From an optimization exercise on the open Yosys and OpenROAD flow, aimed at small area, a short achievable clock period and few clock cycles; shortcuts taken in it are not production practice. Where RTL was checked, it was by simulation tests only, not by an equivalence proof against the original. For run 2, only the layout was checked, not whether the RTL still works. Power is estimated from default activity; no workload was simulated.

## flow/design.v

```verilog
module RegFile(clk, rst, src1, src2, byp1, byp2, byp_data, src1_data, src2_data, wrt_en, dst, dst_data);
	input clk, rst;
	input [3:0] src1, src2, dst;
	input byp1, byp2;
	input [31:0] byp_data;
	input wrt_en;
	input [31:0] dst_data;
	output [31:0] src1_data, src2_data;
	wire [31:0] wdata = rst ? 32'b0 : dst_data;
	wire [31:0] q [0:15];
	genvar i;
	generate
		for (i = 0; i < 16; i = i + 1) begin : r
			reg [31:0] val;
			always @(posedge clk)
				if (rst | (wrt_en & (dst == i)))
					val <= wdata;
			assign q[i] = val;
		end
	endgenerate
	function [31:0] rd;
		input [3:0] idx;
		input byp;
		input [511:0] all;
		input [31:0] bval;
		reg [3:0] lo, hi;
		reg [31:0] g;
		integer j, k;
		begin
			lo = 4'b0001 << idx[1:0];
			hi = (4'b0001 << idx[3:2]) & {4{~byp}};
			rd = bval & {32{byp}};
			for (j = 0; j < 4; j = j + 1) begin
				g = 32'b0;
				for (k = 0; k < 4; k = k + 1)
					g = g | (all[(j * 4 + k) * 32 +: 32] & {32{lo[k]}});
				rd = rd | (g & {32{hi[j]}});
			end
		end
	endfunction
	wire [511:0] all = {q[15], q[14], q[13], q[12], q[11], q[10], q[9], q[8],
	                    q[7], q[6], q[5], q[4], q[3], q[2], q[1], q[0]};
	assign src1_data = rd(src1, byp1, all, byp_data);
	assign src2_data = rd(src2, byp2, all, byp_data);
endmodule
module PipelinedCPU(clk, reset, imem_addr, imem_data, dmem_addr, dmem_wdata, dmem_we, dmem_rdata);
	input  clk;
	input  reset;
	output [31:0] imem_addr;
	input  [31:0] imem_data;
	output [31:0] dmem_addr;
	output [31:0] dmem_wdata;
	output dmem_we;
	input  [31:0] dmem_rdata;
	parameter START_PC = 32'h40;
	wire [3:0]  f_cls = imem_data[31:28];
	wire [3:0]  f_op  = imem_data[27:24];
	wire [3:0]  f_a   = imem_data[23:20];
	wire [3:0]  f_b   = imem_data[19:16];
	wire [3:0]  f_c   = imem_data[15:12];
	wire [15:0] f_imm = imem_data[15:0];
	wire f_alur = (f_cls == 4'hC);
	wire f_alui = (f_cls == 4'h4);
	wire f_cmpr = (f_cls == 4'hD);
	wire f_cmpi = (f_cls == 4'h5);
	wire f_br   = (f_cls == 4'h2);
	wire f_jal  = (f_cls == 4'h6);
	wire f_lw   = (f_cls == 4'h7);
	wire f_sw   = (f_cls == 4'h3);
	wire f_mvhi = f_alui & (f_op == 4'hF);
	wire f_brz  = f_br & (f_op == 4'h2 | f_op == 4'hD | f_op == 4'h8 |
	                      f_op == 4'h1 | f_op == 4'hE | f_op == 4'hF);
	wire       f_bs  = (f_cls[3:1] == 3'b001);         
	wire [3:0] idx1 = f_b;
	wire [3:0] idx2 = f_bs ? f_a : f_c;
	wire [31:0] rf1, rf2;
	wire        x_we;
	wire [3:0]  x_dst;
	wire [31:0] x_res;
	wire byp1 = x_we & (x_dst == idx1);
	wire byp2 = x_we & (x_dst == idx2);
	RegFile regfile(clk, reset, idx1, idx2, byp1, byp2, x_res, rf1, rf2, x_we, x_dst, x_res);
	wire [31:0] f_simm = {{16{f_imm[15]}}, f_imm};
	wire [31:0] f_bval = f_mvhi ? {f_imm, 16'b0} :
	                     (f_alui | f_cmpi) ? f_simm :
	                     rf2;
	reg [2:0] f_tt;
	always @(*) begin
		case (f_op)
			4'h0: f_tt = 3'b111;  
			4'h1: f_tt = 3'b011;  
			4'h2: f_tt = 3'b100;  
			4'h3: f_tt = 3'b000;  
			4'h5: f_tt = 3'b011;  
			4'h6: f_tt = 3'b100;  
			4'h8: f_tt = 3'b110;  
			4'h9: f_tt = 3'b010;  
			4'hA: f_tt = 3'b101;  
			4'hB: f_tt = 3'b001;  
			4'hC: f_tt = 3'b110;  
			4'hD: f_tt = 3'b010;  
			4'hE: f_tt = 3'b101;  
			default: f_tt = 3'b001;  
		endcase
	end
	wire f_isalu = f_alur | (f_alui & ~f_mvhi);
	wire f_radd  = f_isalu & (f_op == 4'h7);
	wire f_rsub  = f_isalu & (f_op == 4'h6);
	wire f_rlog  = f_isalu & ~(f_op == 4'h7) & ~(f_op == 4'h6);
	wire f_cmp   = f_cmpr | f_cmpi;
	wire f_sub   = f_rsub | f_cmp | f_br;
	wire f_invb  = f_rsub | f_cmp;
	wire f_inva  = f_br;
	wire [17:0] f_immr = f_jal ? {f_imm, 2'b00} : {{2{f_imm[15]}}, f_imm};
	wire f_bwd  = f_imm[15];
	wire f_nul  = (f_imm == 16'h0000);
	wire f_pred = f_br & (f_bwd ? (f_op != 4'h3) : (f_op == 4'h0 | f_op == 4'h5 | f_op == 4'h1));
	wire [31:2] fa     = imem_addr[31:2];
	wire [31:2] f_npc  = fa + 30'd1;
	wire [31:2] f_btgt = fa + {{14{f_imm[15]}}, f_imm} + 30'd1;
	reg  [31:0] opA, opB;
	reg  [31:2] npc;       
	reg  [31:2] btgt;      
	reg  [17:0] immr;
	reg  [3:0]  dst;
	reg         we, st, ld, br, jal, pred, nul;
	reg         sub, rarith, rlog, rmvhi, rlink;
	reg  [2:0]  lop;       
	reg  [2:0]  tt;
	wire        cond;
	wire        mispredict = br & ~nul & (cond ^ pred);
	always @(posedge clk) begin
		opA  <= (rf1 ^ {32{f_inva}}) | {32{f_brz}};
		opB  <= f_bval ^ {32{f_invb}};
		btgt <= f_btgt;
		immr <= f_immr;
		dst  <= f_a;
		lop  <= {f_op[3], f_op[1], f_op[0]};
		tt   <= f_tt;
		sub  <= f_sub;
		rarith <= f_radd | f_rsub;
		rlog <= f_rlog;
		rmvhi <= f_mvhi;
		rlink <= f_jal;
		pred <= f_pred;
		nul  <= f_nul;
		if (reset | mispredict) begin
			npc <= reset ? START_PC[31:2] : (cond ? btgt : npc);
			we  <= 1'b0;
			st  <= 1'b0;
			ld  <= 1'b0;
			br  <= 1'b0;
			jal <= 1'b0;
		end else begin
			npc <= f_npc;
			we  <= f_alur | f_alui | f_cmpr | f_cmpi | f_jal | f_lw;
			st  <= f_sw;
			ld  <= f_lw;
			br  <= f_br;
			jal <= f_jal;
		end
	end
	wire [31:0] simmr = {{14{immr[17]}}, immr};
	wire [31:0] as    = opA + opB + {31'b0, sub};   
	wire [31:0] addr  = opA + simmr;                
	wire        eq    = &(opA ^ opB);               
	assign      cond  = eq ? tt[2] : (as[31] ? tt[1] : tt[0]);
	wire [31:0] lres0 = lop[1] ? (opA ^ opB) : lop[0] ? (opA | opB) : (opA & opB);
	wire [31:0] lres  = lres0 ^ {32{lop[2]}};
	assign x_res = ld     ? dmem_rdata :
	               rlink  ? {npc, 2'b00} :
	               rmvhi  ? opB :
	               rarith ? as :
	               rlog   ? lres :
	               {31'b0, cond};
	assign x_we  = we;
	assign x_dst = dst;
	assign imem_addr  = {jal ? addr[31:2] : (br & pred) ? btgt : npc, 2'b00};
	assign dmem_addr  = addr;
	assign dmem_wdata = opB;
	assign dmem_we    = st;
endmodule
```

## flow/flow/run.sh

```bash
#!/bin/bash
# Own flow: the standard layout (standard.sh, unchanged synthesis) with two changes:
#  - the port buffers are plain buffers (sky130_fd_sc_hd__buf_4) instead of the delay cells
#    buffer_ports picks by default;
#  - clock tree synthesis uses larger sink clusters and no dummy loads, for a shallower tree.
# Each step's output goes to its own log file here.
set -euo pipefail
export BUFFER_PORTS_ARGS="-buffer_cell sky130_fd_sc_hd__buf_4"
export CTS_ARGS="-sink_clustering_enable -repair_clock_nets -sink_clustering_size 30 -sink_clustering_max_diameter 100 -dont_use_dummy_load"
bash standard.sh synth > synth.log 2>&1
bash standard.sh > layout.log 2>&1
```

## flow/standard.sh

```bash
#!/bin/bash
# synth_recipe.tcl (not shown) runs the flow's synth.tcl, then flattens the netlist and writes it again
# the make line also repeats each setting of config.mk as NAME=value (left out here)
make -C /OpenROAD-flow-scripts/flow DESIGN_CONFIG=/design/flow/config.mk WORK_HOME=/design/flow/orfs CLKGATE_MAP_FILE= SYNTH_SCRIPT=/design/flow/synth_recipe.tcl "${@:-finish}"
```

## flow/config.mk

```make
export PLATFORM = sky130hd
export DESIGN_NAME = PipelinedCPU
export DESIGN_NICKNAME = PipelinedCPU
export VERILOG_FILES = /design/flow/design.v
export SDC_FILE = /design/flow/constraint.sdc
export NUM_CORES = 4
export LEC_CHECK = 0
export ABC_AREA = 1
export CAP_MARGIN = 20
export CORE_MARGIN = 2
export CORE_UTILIZATION = 55
export SETUP_SLACK_MARGIN = 3.7
export SLEW_MARGIN = 20
```

## flow/constraint.sdc

```tcl
create_clock -name core_clock -period 8.0 [get_ports {clk}]
set_input_delay 1.6000 -clock core_clock [delete_from_list [all_inputs] [get_ports {clk}]]
set_output_delay 1.6000 -clock core_clock [all_outputs]
set_load 0.01 [all_outputs]
```

==> metrics.md, run 1 <==
| Metric | Value |
|---|---|
| Status | `complete, no violations` |
| Worst-skew pair later-pin latency | `0.70 ns` |
| Syn Area/Cell | `8.20 um2` |
| Fin cells | `5890` |
| RSZ-0062 raised after global routing | `yes` |
| Wirelength per Cell | `27.8 um` |
| Lkg Pwr | `18.4 nW` |
| Final Slew Violations | `0` |
| GRT overflow | `0` |
| Worst Reg2Reg Path Length in Cells | `21` |
| Worst Clk Skew | `0.125 ns` |
| HP Class | `flip-flop to flip-flop` |
| Initial antenna violation count | `6` |
| Syn Std Cell Area | `39400 um2` |
| Drc violations | `0` |
| Critical path class | `flip-flop to output pin` |
| Drt total wl | `164 mm` |
| Worst Setup Start Kind | `flip-flop` |
| Fmax | `224 MHz` |
| Worst reg-to-reg setup slack | `3.74 ns` |
| FF-to-FF Start | `opA[0]` |
| DR vias | `37.6k` |
| Inst Count DP | `5769` |
| CORE AREA | `71200 um2` |
| Crit Path Max Fanout | `8` |
| Hold Path Sink | `npc[31]` |
| Worst-Margin Slew | `1.18 ns` |
| # IOs | `163` |
| Max clock buf depth | `3` |
| WHS Path Cells | `2` |
| Overall global routing resource usage | `42.9%` |
| Power density cells | `206 nW/um2` |
| Port-buffer cells | `160` |
| TritonCTS Buffers | `31` |
| Initial core utilization | `55.4%` |
| Data arrival, critical path | `2.86 ns` |
| Hold Startpoint | `btgt[31]` |
| CP endpoint kind | `output pin` |
| Top-count cell post-synth | `nand2_1` |
| DP HPWL | `110 mm` |
| FF+latch count, synth | `676` |
| Post-synthesis async set-or-reset flop share | `0%` |
| CTS Sinks | `676` |
| CTS tree | `yes` |
| Synth unique cells | `59` |
| Req. time, crit path | `6.40 ns` |
| Synth area leader | `edfxtp_1` |
| Fin Hold WS | `0.540 ns` |
| Nets | `5134` |
| Setup Total Neg Slack | `0 ns` |
| RR Endpoint | `btgt[28]` |
| Final ANT Viol Nets | `0` |
| First-pass GRT wire length | `232 mm` |
| Die Ht | `272 um` |
| Max VDD drop | `0.000243 V` |
| Largest net degree at the start of global routing | `100` |
| Crit share post-route | `55.8%` |
| Share of layout cells above drive strength 1 | `15.0%` |
| Sequential area share after synthesis | `48.1%` |
| Synth warn | `2` |
| Final worst slack | `3.54 ns` |
| Main flop type after synthesis | `edfxtp_1` |
| Min Tclk post-route | `4.46 ns` |
| Finish-stage setup viols | `0` |
| Die area | `73900 um2` |
| Max-slew headroom | `20.8%` |
| EDFF count, synth | `542` |
| Post-synth top area share | `41.3%` |
| P&R area growth vs syn | `13.2%` |
| Synth top area cells | `edfxtp_1, nand2_1, dfxtp_1` |
| Number of global-route vias before repair | `34.2k` |
| Final hold vios | `0` |
| Dpl ws | `2.74 ns` |
| Core Rows | `98` |
| H-tree depth | `1` |
| GPL Wtd Cong | `1.02` |
| First-pass DRT Iterations | `9` |
| Mapped Cells | `4811` |
| Via/cell ratio | `6.38` |
| Top cells by count, synth | `nand2_1, inv_1, edfxtp_1` |
| Die W | `272 um` |
| Max cap viols | `0` |
| CTS root buffer | `clkbuf_16` |
| Clock Pin Slew Worst Setup and Hold Paths | `0.08 ns` |
| DR iter-0 viols | `5356` |
==> flip-flops by register name, indices dropped and copies added, names as in the netlist <==
register and flops:
we 1, pred 1, sub 1, br 1, rarith 1, immr 18, lop 3, nul 1
jal 1, dst 4, btgt 30, npc 30, st 1, opA 32, regfile.r.val 512, rmvhi 1
rlog 1, tt 3, rlink 1, ld 1, opB 32
==> how the worst max path moves through the flow <==
stage                   from             endpoint  slack [ns]  cells past startpoint
2_1_floorplan          reset  regfile.r[4].val[0]        4.08                      4
4_1_cts             immr[17]        imem_addr[31]        3.55                     14
5_1_grt               opA[2]        imem_addr[17]        3.43                     14
6_report            immr[17]        imem_addr[28]        3.54                     11
3_5_place_dp   imem_data[30]              opB[21]        2.74                     16
3_3_place_gp   imem_data[30]              opB[30]        2.76                     17
==> where the power goes <==
| part | internal (mW) | switching, mW | leakage [nW] |
|---|---|---|---|
| clock | 0.689 | 1.10 | 0.382 |
| sequential | 4.16 | 0.344 | 6.78 |
| combinational | 1.01 | 1.91 | 11.3 |
==> worst max-delay path: stages (launching register included) <==
cell,delay [ns]
dfxtp_4,0.39
buf_12,0.16
buf_4,0.14
ha_4,0.29
nand2_2,0.10
nor4_4,0.36
nand4_1,0.20
nand3_1,0.14
nand3_1,0.12
nand2_2,0.14
inv_2,0.06
buf_4,0.14
==> metal layers <==
metal / wire length, um / part of all wire [%] / track usage [%]
met5: 12 / 0.0073 / 0
met4: 11300 / 6.9 / 23.8
met3: 21400 / 13 / 11.0
met2: 70700 / 43 / 65.6
met1: 60100 / 37 / 55.7
==> through the flow <==
stage	instance area, um2	power, mW	util [%]
after floorplan	39400	5.94	-
after detailed placement	41700	7.05	58.5
final	44600	9.21	62.7
after global routing	44600	9.52	62.7
after CTS	43800	8.97	61.5
after global placement	41700	7.03	58.5
==> cell usage in the layout, fill, tap and decap left out, types with 20 or more instances in the layout <==
master and instances:
a21oi_1 397, a221oi_1 54, a21oi_2 31, o21ai_0 395
nand3_2 24, nand2_2 37, nor3_1 23, nand3_1 194
nor2_2 40, buf_4 297, xor2_1 55, o22ai_1 189
nor4_1 28, ha_4 26, o21ai_1 26, or2_2 33
o211ai_1 24, dfxtp_1 93, edfxtp_1 542, nand4_1 37
ha_1 96, inv_2 35, inv_1 593, clkbuf_16 31
nand2_1 1057, a22o_1 36, dfxtp_4 23, nor2_1 237
xnor2_1 20
==> timing repair <==
| item | in CTS | in global routing |
|---|---|---|
| hold buffers | 0 | 0 |
| resized for setup | 269 | 153 |
| setup endpoints to repair | 149 | 384 |
| buffers inserted | 49 | 35 |
| gates cloned | 2 | 0 |
| pin swaps | 49 | 57 |
==> kinds of logic (layout without fill, tap and decap cells) <==
kind of cell	count (synthesis)	count (layout)	synth area share [%]
other	1	5	0.00951
muxes	4	4	0.111
and+or+nand+nor	1776	1777	18.8
xor gates and xnor gates	80	80	1.78
AOI/OAI and AO/OA	1279	1279	18.6
DFF	676	676	48.1
buffers and inverters	866	990	8.53
adders and majority gates	129	129	4.17
==> layout make-up <==
cell class | count | area [um2]
well taps | 950 | 1190
fillers | 6340 | 26600
diodes | 3 | 7.51
clock buffers | 31 | 776
flip-flops and latches | 676 | 19100
repair inverters | 1 | 7.51
repair buffers | 315 | 2480
inverters | 643 | 2460
multi-input cells | 3271 | 18700
Testbench counts, summed over its fixed seeds: cycles 35,396.
==> run 2, diff against run 1 <==
--- a/flow/design.v
+++ b/flow/design.v
@@ -1,4 +1,4 @@
-module RegFile(clk, rst, src1, src2, byp1, byp2, byp_data, src1_data, src2_data, wrt_en, dst, dst_data);
+module RegFile(clk, rst, lo1, hi1, lo2, hi2, byp1, byp2, byp_data, src1_data, src2_data, wrt_en, dst, dst_data);
 	input clk, rst;
-	input [3:0] src1, src2, dst;
+	input [3:0] lo1, hi1, lo2, hi2, dst;
 	input byp1, byp2;
@@ -21,3 +21,3 @@
 	function [31:0] rd;
-		input [3:0] idx;
+		input [3:0] lo, hi_in;
 		input byp;
@@ -25,3 +25,3 @@
 		input [31:0] bval;
-		reg [3:0] lo, hi;
+		reg [3:0] hi;
 		reg [31:0] g;
@@ -29,4 +29,3 @@
 		begin
-			lo = 4'b0001 << idx[1:0];
-			hi = (4'b0001 << idx[3:2]) & {4{~byp}};
+			hi = hi_in & {4{~byp}};
 			rd = bval & {32{byp}};
@@ -42,4 +41,4 @@
 	                    q[7], q[6], q[5], q[4], q[3], q[2], q[1], q[0]};
-	assign src1_data = rd(src1, byp1, all, byp_data);
-	assign src2_data = rd(src2, byp2, all, byp_data);
+	assign src1_data = rd(lo1, hi1, byp1, all, byp_data);
+	assign src2_data = rd(lo2, hi2, byp2, all, byp_data);
 endmodule
@@ -73,4 +72,5 @@
 	wire       f_bs  = (f_cls[3:1] == 3'b001);         
-	wire [3:0] idx1 = f_b;
-	wire [3:0] idx2 = f_bs ? f_a : f_c;
+	wire [3:0] a_lo = 4'b0001 << f_a[1:0], a_hi = 4'b0001 << f_a[3:2];
+	wire [3:0] b_lo = 4'b0001 << f_b[1:0], b_hi = 4'b0001 << f_b[3:2];
+	wire [3:0] c_lo = 4'b0001 << f_c[1:0], c_hi = 4'b0001 << f_c[3:2];
 	wire [31:0] rf1, rf2;
@@ -79,5 +79,6 @@
 	wire [31:0] x_res;
-	wire byp1 = x_we & (x_dst == idx1);
-	wire byp2 = x_we & (x_dst == idx2);
-	RegFile regfile(clk, reset, idx1, idx2, byp1, byp2, x_res, rf1, rf2, x_we, x_dst, x_res);
+	wire byp1 = x_we & (x_dst == f_b);
+	wire byp2 = x_we & (f_bs ? (x_dst == f_a) : (x_dst == f_c));
+	RegFile regfile(clk, reset, b_lo, b_hi, f_bs ? a_lo : c_lo, f_bs ? a_hi : c_hi,
+	                byp1, byp2, x_res, rf1, rf2, x_we, x_dst, x_res);
 	wire [31:0] f_simm = {{16{f_imm[15]}}, f_imm};
@@ -147,3 +148,3 @@
 		if (reset | mispredict) begin
-			npc <= reset ? START_PC[31:2] : (cond ? btgt : npc);
+			npc <= reset ? START_PC[31:2] : (pred ? npc : btgt);
 			we  <= 1'b0;
--- a/flow/flow/run.sh
+++ b/flow/flow/run.sh
@@ -8,3 +8,3 @@
 export BUFFER_PORTS_ARGS="-buffer_cell sky130_fd_sc_hd__buf_4"
-export CTS_ARGS="-sink_clustering_enable -repair_clock_nets -sink_clustering_size 30 -sink_clustering_max_diameter 100 -dont_use_dummy_load"
+export CTS_ARGS="-sink_clustering_enable -repair_clock_nets -sink_clustering_size 20 -sink_clustering_max_diameter 80 -dont_use_dummy_load"
 bash standard.sh synth > synth.log 2>&1
--- a/flow/config.mk
+++ b/flow/config.mk
@@ -11,3 +11,3 @@
 export CORE_UTILIZATION = 55
-export SETUP_SLACK_MARGIN = 3.7
+export SETUP_SLACK_MARGIN = 3.5
 export SLEW_MARGIN = 20
==> run 2 against run 1 <==
Effect of this change: sequential share of layout area barely moved; maximum frequency down 1.7%; still clean; final cell count up 0.31%; clock power increased by 24%; die area grew 0.81%; global-route usage fell by 1.1 points; clock skew is 0.016 ns lower; routed wire length decreased by 2.2%; critical endpoint is now opA[13]; worst hold slack better by 0.0096 ns; critical path depth is 4 higher; synthesized cell count is 0.56% higher.
==> metrics.md, run 2 <==
| Metric | Value |
|---|---|
| DR WL met2 | `69.5 mm (-1.7%)` |
| GPL Wtd Cong | `1.08 (+5.9%)` |
| First-pass DRT Iterations | `7 (-2)` |
| Top reg by flops | `regfile.r.val` |
| Final hold vios | `0 (unchanged)` |
| CTS tree | `yes` |
| Worst Reg2Reg Path Length in Cells | `18 (-14%)` |
| CORE AREA | `71500 um2 (+0.34%)` |
| Commonest non-fill, non-tap cell in the layout | `nand2_1` |
| Initial antenna violation count | `3 (-3)` |
| Max cap viols | `0 (unchanged)` |
| Register Area | `19000 um2 (-0.12%)` |
| Wirelength per Cell | `27.1 um (-2.5%)` |
| Critical path class | `primary input to flip-flop` |
| Worst reg-to-reg setup slack | `3.68 ns (-0.06 ns)` |
| Data arrival, critical path | `5.04 ns (+2.18 ns)` |
| Main flop type after synthesis | `edfxtp_1` |
| DP HPWL | `108 mm (-2.1%)` |
| Top layer in use | `met5` |
| Final Slew Violations | `0 (unchanged)` |
| Slowest cell on crit path | `or3_1` |
| Synth warn | `2 (unchanged)` |
| Finish-stage setup viols | `0 (unchanged)` |
| RSZ-0062 raised after global routing | `yes` |
| Worst Clk Skew | `0.109 ns (-0.0163 ns)` |
| Worst Setup Start Kind | `primary input` |
| Top-count cell post-synth | `nand2_1` |
| CTS Hold Buffers Added | `0 (unchanged)` |
| Final worst slack | `3.46 ns (-0.0768 ns)` |
| Number of global-route vias before repair | `34.3k (+0.061%)` |
| DR vias | `37.0k (-1.4%)` |
| Slowest cell delay on critical path | `0.59 ns (+0.20 ns)` |
| Die W | `273 um (+0.41%)` |
| Port-buffer cells | `160 (unchanged)` |
| CTS root buffer | `clkbuf_16` |
| Min Tclk post-route | `4.54 ns (+0.0768 ns)` |
| Crit-path cells | `buf_4, inv_1, o21ai_1, nor2_1, nand2_1, or3_1, buf_4, nand2_4, inv_1, o21ai_0, nand2_1, nor3_1, nand2_1, o21ai_0, inv_1` |
| FF+latch count, synth | `676 (unchanged)` |
| Synth area leader | `edfxtp_1` |
| WHS Path Cells | `2 (unchanged)` |
| Max VDD drop | `0.000244 V (+0.36%)` |
| Most frequent cells in the layout | `nand2_1, inv_1, edfxtp_1, a21oi_1, o21ai_0` |
| ANT cells | `0 (-3)` |
| Initial core utilization | `55.6% (+0.27 points)` |
| Max-slew headroom | `26.7% (+5.9 points)` |
| FF-to-FF Start | `opB[12]` |
| Max reg flops | `512 (unchanged)` |
| Worst-skew pair later-pin latency | `0.66 ns (-0.04 ns)` |
| Met1 WL | `59.6 mm (-0.95%)` |
| Lkg Pwr | `18.5 nW (+0.64%)` |
| Buffers plus inverters on the worst setup path | `5 (+1)` |
| Nets | `5155 (+0.41%)` |
| Power density cells | `205 nW/um2 (-0.37%)` |
| Die area | `74500 um2 (+0.81%)` |
| Syn Std Cell Area | `39800 um2 (+0.83%)` |
| Synth top area cells | `edfxtp_1, nand2_1, dfxtp_1` |
| Top Registers | `regfile.r.val x512, opA x32, opB x32` |
| Mapped Cells | `4838 (+0.56%)` |
| Largest net degree at the start of global routing | `117 (+17%)` |
| Drt total wl | `160 mm (-2.2%)` |
| GRT overflow | `0 (unchanged)` |
| TritonCTS Buffers | `46 (+48%)` |
| DR iter-0 viols | `5303 (-0.99%)` |
| RR Endpoint | `regfile.r[5].val[21]` |
| Share of layout cells above drive strength 1 | `13.8% (-1.3 points)` |
| Overall global routing resource usage | `41.8% (-1.1 points)` |
| Clock Pin Slew Worst Setup and Hold Paths | `0.08 ns (about the same)` |
| Crit share post-route | `56.7% (+0.96 points)` |
| Inst Count DP | `5791 (+0.38%)` |
| Req. time, crit path | `8.50 ns (+2.10 ns)` |
| Post-synth top area share | `40.9% (-0.34 points)` |
| Drc violations | `0 (unchanged)` |
| Status | `complete, no violations` |
| CP endpoint kind | `flip-flop` |
| Final ANT Viol Nets | `0 (unchanged)` |
| Hold Path Sink | `npc[8]` |
| Setup Total Neg Slack | `0 ns (unchanged)` |
| First-pass GRT wire length | `228 mm (-1.8%)` |
| Final core occ | `62.4% (-0.27 points)` |
| Fmax | `220 MHz (-1.7%)` |
| Filler cell count | `6275 (-1.0%)` |
| Met3 Routed Length | `19.4 mm (-9.3%)` |
| EDFF count, synth | `542 (unchanged)` |
| Synth unique cells | `66 (+12%)` |
| HP Class | `flip-flop to flip-flop` |
| Crit Path Max Fanout | `27 (+19)` |
| Max clock buf depth | `3 (unchanged)` |
| Top cells by count, synth | `nand2_1, inv_1, edfxtp_1` |
| H-tree depth | `2 (+1)` |
| Dpl ws | `2.79 ns (+0.0536 ns)` |
| Multi-input gate area | `18500 um2 (-1.0%)` |
| # IOs | `163 (unchanged)` |
| Core Rows | `98 (unchanged)` |
| Hold Startpoint | `btgt[8]` |
| Via/cell ratio | `6.27 (-1.7%)` |
| Fin cells | `5908 (+0.31%)` |
| Worst-Margin Slew | `1.09 ns (-0.0915 ns)` |
| CTS Sinks | `676 (unchanged)` |
| P&R area growth vs syn | `12.2%` |
| Post-synthesis async set-or-reset flop share | `0% (unchanged)` |
| Die Ht | `273 um (+0.41%)` |
| Syn Area/Cell | `8.22 um2 (+0.27%)` |
| CP top delay family | `simple AND/OR/NAND/NOR gates` |
| Sequential area share after synthesis | `47.7% (-0.39 points)` |
==> run 2: layout make-up <==
cell class	instances	area share (%)
Sequential cell	676	42.7
Multi-Input combinational cell	3287	41.4
Inverter	656	5.56
Timing Repair Buffer	292	5.11
Tap cell	950	2.66
Clock buffer	46	2.58
Timing Repair inverter	1	0.0168
==> run 2: tightest hold or removal path, stage by stage, from the launching register on <==
cell and delay [ns]:
dfxtp_1 0.33, nand2_1 0.05, o21ai_0 0.06
==> run 2: through the flow <==
stage / instance area (um2) / hold slack [ns] / power, mW
4_1_cts: 43800 / 0.549 / 8.97
2_1_floorplan: 39800 / 0.496 / 5.75
6_report: 44600 / 0.549 / 9.16
5_1_grt: 44600 / 0.564 / 9.47
3_5_place_dp: 41900 / 0.523 / 6.73
3_3_place_gp: 41900 / 0.522 / 6.71
==> run 2: repair_timing <==
action,in CTS,in global routing
pin swaps,17,54
endpoints found under the hold margin,0,0
cloned,1,3
endpoints found under the setup margin,57,114
buffers inserted,25,41
resized for setup,133,135
==> run 2: how the worst max path moves through the flow <==
stage,startpoint,end,slack [ns],depth (start not counted)
2_1_floorplan,reset,regfile.r[4].val[0],4.04,4
3_3_place_gp,imem_data[30],opB[28],2.82,16
3_5_place_dp,imem_data[30],opB[28],2.79,16
4_1_cts,immr[17],imem_addr[29],3.42,12
5_1_grt,immr[17],imem_addr[31],3.39,15
6_report,imem_data[16],opA[13],3.46,15
==> run 2: power breakdown <==
part           internal [mW]  total, mW  leakage, nW  switching (mW)
logic                  0.859       2.57         11.2            1.71
registers               4.10       4.38         6.78           0.280
clock network           1.01       2.22        0.567            1.20
==> run 2: layer usage <==
metal  track usage (%)  vias up
met5                 0        -
met4              26.0        2
met3              8.92      525
met2              63.5     2428
met1              54.7    17300
li1                  -    16800
==> run 2: cell families after synthesis <==
| kind of cell | after synthesis | share of synthesized area (%) |
|---|---|---|
| flops | 676 | 47.7 |
| buf+inv | 879 | 8.76 |
| other cells | 1 | 0.00943 |
| simple gates | 1789 | 19.1 |
| xor+xnor | 84 | 1.91 |
| fa+ha+maj | 129 | 4.13 |
| compound gates | 1278 | 18.4 |
| mux | 2 | 0.0535 |
==> run 3, diff against run 2 <==
--- a/flow/design.v
+++ b/flow/design.v
@@ -1,4 +1,4 @@
-module RegFile(clk, rst, lo1, hi1, lo2, hi2, byp1, byp2, byp_data, src1_data, src2_data, wrt_en, dst, dst_data);
+module RegFile(clk, rst, src1, src2, byp1, byp2, byp_data, src1_data, src2_data, wrt_en, dst, dst_data);
 	input clk, rst;
-	input [3:0] lo1, hi1, lo2, hi2, dst;
+	input [3:0] src1, src2, dst;
 	input byp1, byp2;
@@ -7,3 +7,3 @@
 	input [31:0] dst_data;
-	output [31:0] src1_data, src2_data;
+	output reg [31:0] src1_data, src2_data;
 	wire [31:0] wdata = rst ? 32'b0 : dst_data;
@@ -20,25 +20,11 @@
 	endgenerate
-	function [31:0] rd;
-		input [3:0] lo, hi_in;
-		input byp;
-		input [511:0] all;
-		input [31:0] bval;
-		reg [3:0] hi;
-		reg [31:0] g;
-		integer j, k;
-		begin
-			hi = hi_in & {4{~byp}};
-			rd = bval & {32{byp}};
-			for (j = 0; j < 4; j = j + 1) begin
-				g = 32'b0;
-				for (k = 0; k < 4; k = k + 1)
-					g = g | (all[(j * 4 + k) * 32 +: 32] & {32{lo[k]}});
-				rd = rd | (g & {32{hi[j]}});
-			end
+	integer k;
+	always @(*) begin
+		src1_data = byp_data & {32{byp1}};
+		src2_data = byp_data & {32{byp2}};
+		for (k = 0; k < 16; k = k + 1) begin
+			src1_data = src1_data | (q[k] & {32{~byp1 & (src1 == k)}});
+			src2_data = src2_data | (q[k] & {32{~byp2 & (src2 == k)}});
 		end
-	endfunction
-	wire [511:0] all = {q[15], q[14], q[13], q[12], q[11], q[10], q[9], q[8],
-	                    q[7], q[6], q[5], q[4], q[3], q[2], q[1], q[0]};
-	assign src1_data = rd(lo1, hi1, byp1, all, byp_data);
-	assign src2_data = rd(lo2, hi2, byp2, all, byp_data);
+	end
 endmodule
@@ -72,5 +58,4 @@
 	wire       f_bs  = (f_cls[3:1] == 3'b001);         
-	wire [3:0] a_lo = 4'b0001 << f_a[1:0], a_hi = 4'b0001 << f_a[3:2];
-	wire [3:0] b_lo = 4'b0001 << f_b[1:0], b_hi = 4'b0001 << f_b[3:2];
-	wire [3:0] c_lo = 4'b0001 << f_c[1:0], c_hi = 4'b0001 << f_c[3:2];
+	wire [3:0] idx1 = f_b;
+	wire [3:0] idx2 = f_bs ? f_a : f_c;
 	wire [31:0] rf1, rf2;
@@ -79,6 +64,5 @@
 	wire [31:0] x_res;
-	wire byp1 = x_we & (x_dst == f_b);
-	wire byp2 = x_we & (f_bs ? (x_dst == f_a) : (x_dst == f_c));
-	RegFile regfile(clk, reset, b_lo, b_hi, f_bs ? a_lo : c_lo, f_bs ? a_hi : c_hi,
-	                byp1, byp2, x_res, rf1, rf2, x_we, x_dst, x_res);
+	wire byp1 = x_we & (x_dst == idx1);
+	wire byp2 = x_we & (x_dst == idx2);
+	RegFile regfile(clk, reset, idx1, idx2, byp1, byp2, x_res, rf1, rf2, x_we, x_dst, x_res);
 	wire [31:0] f_simm = {{16{f_imm[15]}}, f_imm};
@@ -148,3 +132,3 @@
 		if (reset | mispredict) begin
-			npc <= reset ? START_PC[31:2] : (pred ? npc : btgt);
+			npc <= reset ? START_PC[31:2] : (cond ? btgt : npc);
 			we  <= 1'b0;
--- a/flow/flow/run.sh
+++ b/flow/flow/run.sh
@@ -1,3 +1,6 @@
 #!/bin/bash
-# Own flow: the standard layout (standard.sh, unchanged synthesis) with two changes:
+# Own flow: the standard layout (standard.sh) with these changes:
+#  - synthesis is the standard flow's script (synth_recipe.tcl) with flow/abc_split.tcl added, which maps
+#    the register file with ABC's speed script and the rest with the chosen one (the design
+#    is synthesized per module, SYNTH_HIERARCHICAL 1, and flattened as the standard flow's script does);
 #  - the port buffers are plain buffers (sky130_fd_sc_hd__buf_4) instead of the delay cells
@@ -9,3 +12,6 @@
 export CTS_ARGS="-sink_clustering_enable -repair_clock_nets -sink_clustering_size 20 -sink_clustering_max_diameter 80 -dont_use_dummy_load"
-bash standard.sh synth > synth.log 2>&1
-bash standard.sh > layout.log 2>&1
+{ head -n 1 synth_recipe.tcl; cat flow/abc_split.tcl; tail -n +2 synth_recipe.tcl; } > my_synth.tcl
+sed 's#synth_recipe\.tcl#my_synth.tcl#g' standard.sh > my_standard.sh
+grep -q my_synth.tcl my_standard.sh
+bash my_standard.sh synth > synth.log 2>&1
+bash my_standard.sh > layout.log 2>&1
==> flow/flow/abc_split.tcl (new file) <==
# Technology mapping with two ABC scripts: the register file (its read multiplexers) with the
# speed script, which maps them onto mux4 cells in far less area, and the rest of the design
# with the script the flow settings choose. Registers are mapped before ABC runs, so they are
# the same as in the standard synthesis.
proc abc {args} {
  set i [lsearch -exact $args -script]
  set rest [lreplace $args $i [expr {$i + 1}]]
  set chosen [lindex $args [expr {$i + 1}]]
  yosys abc -script $::env(SCRIPTS_DIR)/abc_speed.script {*}$rest RegFile
  yosys abc -script $chosen {*}$rest PipelinedCPU
}
--- a/flow/config.mk
+++ b/flow/config.mk
@@ -10,4 +10,5 @@
 export CORE_MARGIN = 2
-export CORE_UTILIZATION = 55
+export CORE_UTILIZATION = 40
 export SETUP_SLACK_MARGIN = 3.5
 export SLEW_MARGIN = 20
+export SYNTH_HIERARCHICAL = 1
==> run 3 against run 2 <==
Effect of this change: maximum frequency shrank 3.4%; worst hold slack gained 0.0026 ns; area after synthesis shrank 1.6%; clock skew grew 0.013 ns; flip-flop and latch count is the same; non-clock buffer count grew 48; utilization shrank 16 points; critical endpoint is now opA[23].
==> metrics.md, run 3 <==
| Metric | Value |
|---|---|
| Status | `complete, no violations` |
| Die area | `100000 um2 (+35%)` |
| RSZ-0062 raised after global routing | `yes` |
| Max-slew headroom | `21.9% (-4.8 points)` |
| Worst reg-to-reg setup slack | `3.47 ns (-0.21 ns)` |
| Drc violations | `0 (unchanged)` |
| Buffers plus inverters on the worst setup path | `3 (-2)` |
| CP endpoint kind | `flip-flop` |
| Worst Clk Skew | `0.122 ns (+0.0134 ns)` |
| Finish-stage setup viols | `0 (unchanged)` |
| CTS Sinks | `676 (unchanged)` |
| Synth top area cells | `edfxtp_1, nand2_1, dfxtp_1` |
| Power density cells | `209 nW/um2 (+1.7%)` |
| Worst path depth | `13 (-2)` |
| DR vias | `36.6k (-1.1%)` |
| CP top delay family | `simple AND/OR/NAND/NOR gates` |
| P&R area growth vs syn | `14.3%` |
| Top-count cell post-synth | `nand2_1` |
| Slowest cell delay on critical path | `0.69 ns (+0.10 ns)` |
| Top Registers | `regfile.r.val x512, opA x32, opB x32` |
| Final Slew Violations | `0 (unchanged)` |
| Post-synthesis async set-or-reset flop share | `0% (unchanged)` |
| Share of layout cells above drive strength 1 | `18.2% (+4.4 points)` |
| Max cap viols | `0 (unchanged)` |
| First-pass GRT wire length | `248 mm (+8.8%)` |
| Crit Path Max Fanout | `29 (+7.4%)` |
| Max VDD drop | `0.000182 V (-25%)` |
| Critical Path Sink | `opA[23]` |
| Worst-Margin Slew | `1.16 ns (+0.0715 ns)` |
| Fmax | `213 MHz (-3.4%)` |
| Final hold vios | `0 (unchanged)` |
| Largest net degree at the start of global routing | `49 (-58%)` |
| Clock Pin Slew Worst Setup and Hold Paths | `0.07 ns (about the same)` |
| Setup Total Neg Slack | `0 ns (unchanged)` |
| Top cells by count, synth | `nand2_1, edfxtp_1, inv_1` |
| HP Class | `flip-flop to flip-flop` |
| Max reg flops | `512 (unchanged)` |
| RR Endpoint | `opA[24]` |
| CTS root buffer | `clkbuf_16` |
| Slowest cell on crit path | `or3b_2` |
| Fin Hold WS | `0.552 ns (+0.00259 ns)` |
| First-pass DRT Iterations | `10 (+3)` |
| Initial antenna violation count | `5 (+2)` |
| TritonCTS Buffers | `45 (-2.2%)` |
| DP HPWL | `122 mm (+13%)` |
| Req. time, crit path | `8.48 ns (-0.02 ns)` |
| Sequential area share after synthesis | `48.4% (+0.76 points)` |
| GRT overflow | `0 (unchanged)` |
| Critical path class | `primary input to flip-flop` |
| Die W | `317 um (+16%)` |
| Wirelength per Cell | `32.3 um (+19%)` |
| Post-synth top area share | `41.6% (+0.65 points)` |
| FF-to-FF Start | `opB[16]` |
| Crit share post-route | `58.7% (+2.0 points)` |
| Mapped Cells | `4150 (-14%)` |
| Final core occ | `46.2% (-16 points)` |
| Crit. Startpoint | `imem_data[16]` |
| Synth warn | `8 (+6)` |
| EDFF count, synth | `542 (unchanged)` |
| Synth area leader | `edfxtp_1` |
| Crit-path cells | `buf_6, a21boi_0, o221ai_1, a2111oi_4, buf_4, or3b_2, nor3_4, buf_4, a22oi_1, and4_1, nand3_1, nor2_1, a21oi_1` |
| Worst Reg2Reg Path Length in Cells | `18 (unchanged)` |
| Inst Count DP | `5465 (-5.6%)` |
| Max clock buf depth | `3 (unchanged)` |
| Worst-skew pair later-pin latency | `0.68 ns (+0.02 ns)` |
| CTS Hold Buffers Added | `0 (unchanged)` |
| Fin cells | `5621 (-4.9%)` |
| Lkg Pwr | `17.8 nW (-4.0%)` |
| CTS tree | `yes` |
| Drt total wl | `182 mm (+14%)` |
| Initial core utilization | `40.4% (-15 points)` |
| Final worst slack | `3.30 ns (-0.159 ns)` |
| Synth unique cells | `79 (+20%)` |
| Syn Std Cell Area | `39100 um2 (-1.6%)` |
| FF+latch count, synth | `676 (unchanged)` |
| Min Tclk post-route | `4.70 ns (+0.159 ns)` |
| Main flop type after synthesis | `edfxtp_1` |
| Top reg by flops | `regfile.r.val` |
| Port-buffer cells | `160 (unchanged)` |
| Core Rows | `114 (+16%)` |
| # IOs | `163 (unchanged)` |
| Syn Area/Cell | `9.43 um2 (+15%)` |
| Via/cell ratio | `6.52 (+3.9%)` |
| Final ANT Viol Nets | `0 (unchanged)` |
| Data arrival, critical path | `5.17 ns (+0.13 ns)` |
| Top cell by count, worst path | `buf_4` |
| H-tree depth | `2 (unchanged)` |
| Nets | `4534 (-12%)` |
| Die Ht | `317 um (+16%)` |
| Most frequent cells in the layout | `nand2_1, edfxtp_1, inv_1, buf_4, a22oi_1` |
| DR iter-0 viols | `7111 (+34%)` |
| CORE AREA | `96900 um2 (+35%)` |
| Number of global-route vias before repair | `33.5k (-2.1%)` |
| Overall global routing resource usage | `34.8% (-7.0 points)` |
| GPL Wtd Cong | `0.997 (-7.3%)` |
| Worst Setup Start Kind | `primary input` |
| Commonest non-fill, non-tap cell in the layout | `nand2_1` |
| Dpl ws | `1.51 ns (-1.28 ns)` |
run 3: changes by cell type in the layout (fill, tap and decap cells not counted), sizes merged, moves of 41 or more:
cell	previous run	this run
a21oi	453	210
a222oi	0	51
a22oi	6	277
buf	292	337
inv	649	393
mux2	1	64
mux2i	1	60
nand2	1117	784
nor2b	0	41
o21ai	437	212
o22ai	213	12
run 3: power by group:
group | switching [mW] | total, mW | internal (mW)
clock network | 1.21 | 2.20 | 0.994
registers | 0.391 | 4.52 | 4.13
logic | 1.74 | 2.63 | 0.884
total | 3.34 | 9.35 | 6.01
run 3: worst min-delay path by stage:
stage	from	endpoint	slack (ns)	depth (start not counted)
2_1_floorplan	btgt[25]	npc[25]	0.50	2
3_3_place_gp	btgt[22]	npc[22]	0.52	2
3_5_place_dp	btgt[22]	npc[22]	0.53	2
4_1_cts	btgt[18]	npc[18]	0.55	2
5_1_grt	btgt[11]	npc[11]	0.56	2
6_report	btgt[21]	npc[21]	0.55	2
run 3: metal layers:
metal	share of wire, %	up-vias	track usage (%)	wire, um
met3	15	751	12.9	27200
met5	0.094	-	0	170
met2	42	3058	51.5	75800
met1	36	17400	43.5	65600
li1	-	15400	-	-
met4	7.1	4	20.1	12800
run 3: worst register-to-register path, stage by stage, from the launching register on:
cell,delay [ns]
dfxtp_1,0.68
inv_1,0.10
ha_1,0.41
nand2_1,0.13
nor2_1,0.24
nand2_1,0.14
nor4_2,0.22
nand2_1,0.10
nand3_1,0.19
a21oi_1,0.09
o21ai_0,0.10
o211ai_1,0.12
o21ai_0,0.27
o21ai_1,0.35
a32o_1,0.31
a21oi_1,0.12
and4_1,0.20
nand4_1,0.26
a21oi_1,0.35
run 3: kinds of logic (layout without fill, tap and decap cells):
group | count (synthesis) | after routing | synth area share, %
AO/OA/AOI/OAI | 974 | 974 | 16.8
flip-flops | 676 | 676 | 48.4
XOR/XNOR | 97 | 97 | 2.17
other | 1 | 10 | 0.00958
buffers and inverters | 599 | 781 | 6.24
AND/OR/NAND/NOR | 1549 | 1553 | 18.7
multiplexers | 125 | 125 | 3.43
adder cells (fa/ha/maj) | 129 | 129 | 4.20
run 3: layout make-up:
type / count / area, um2
fillers: 9154 / 52100
well taps: 1276 / 1600
clock buffers: 45 / 1130
diodes: 8 / 20.0
multi-input cells: 2880 / 18700
flip-flops and latches: 676 / 19000
inverters: 396 / 1490
repair buffers: 340 / 2840
run 3: modules after synthesis, one instance, submodules excluded:
| module | cells inside | area, um2 |
|---|---|---|
| RegFile | 1544 | 22900 |
| PipelinedCPU | 2606 | 16300 |
run 3: repair_timing:
item / 4_1_cts / 5_1_grt
endpoints found under the setup margin: 252 / 392
setup buffers: 56 / 40
gates resized for setup: 112 / 115
pin swaps: 31 / 28
gates cloned: 3 / 4
run 3: stage by stage:
| step | area [um2] | power, mW |
|---|---|---|
| 2_1_floorplan | 39200 | 5.82 |
| 3_3_place_gp | 41900 | 6.94 |
| 3_5_place_dp | 41900 | 6.95 |
| 4_1_cts | 44000 | 9.16 |
| 5_1_grt | 44700 | 9.63 |
| 6_report | 44800 | 9.35 |
Testbench counts of run 3, summed over its fixed seeds: cycles 35,396.

-- afterwards: timing with drivers on the ports --
No port has a modelled driver above. Below, the same layouts with a new extraction and two added sets of constraints. Step 1, drivers: a clkbuf_16 drives clk and a buf_2 each remaining input, both assumed. Step 2 also shifts input and output timing later by t, the mid clock arrival at the registers, as if the neighbouring blocks saw the same clock. Three values: ideal ports, drivers, drivers and shift; two values: the first two.
run | t, ns | setup WS [ns] | worst register clock-pin slew, ns
run 1 | 0.714 | 3.539 / 3.466 / 3.049 | 0.12 / 0.12
run 2 | 0.677 | 3.462 / 3.413 / 2.806 | 0.09 / 0.09
run 3 | 0.686 | 3.303 / 3.330 / 2.644 | 0.10 / 0.10
After both steps every run listed still meets setup and hold. For run 3, which loses most, drivers alone change the setup slack by +0.027 ns; drivers and shift together by -0.659 ns.
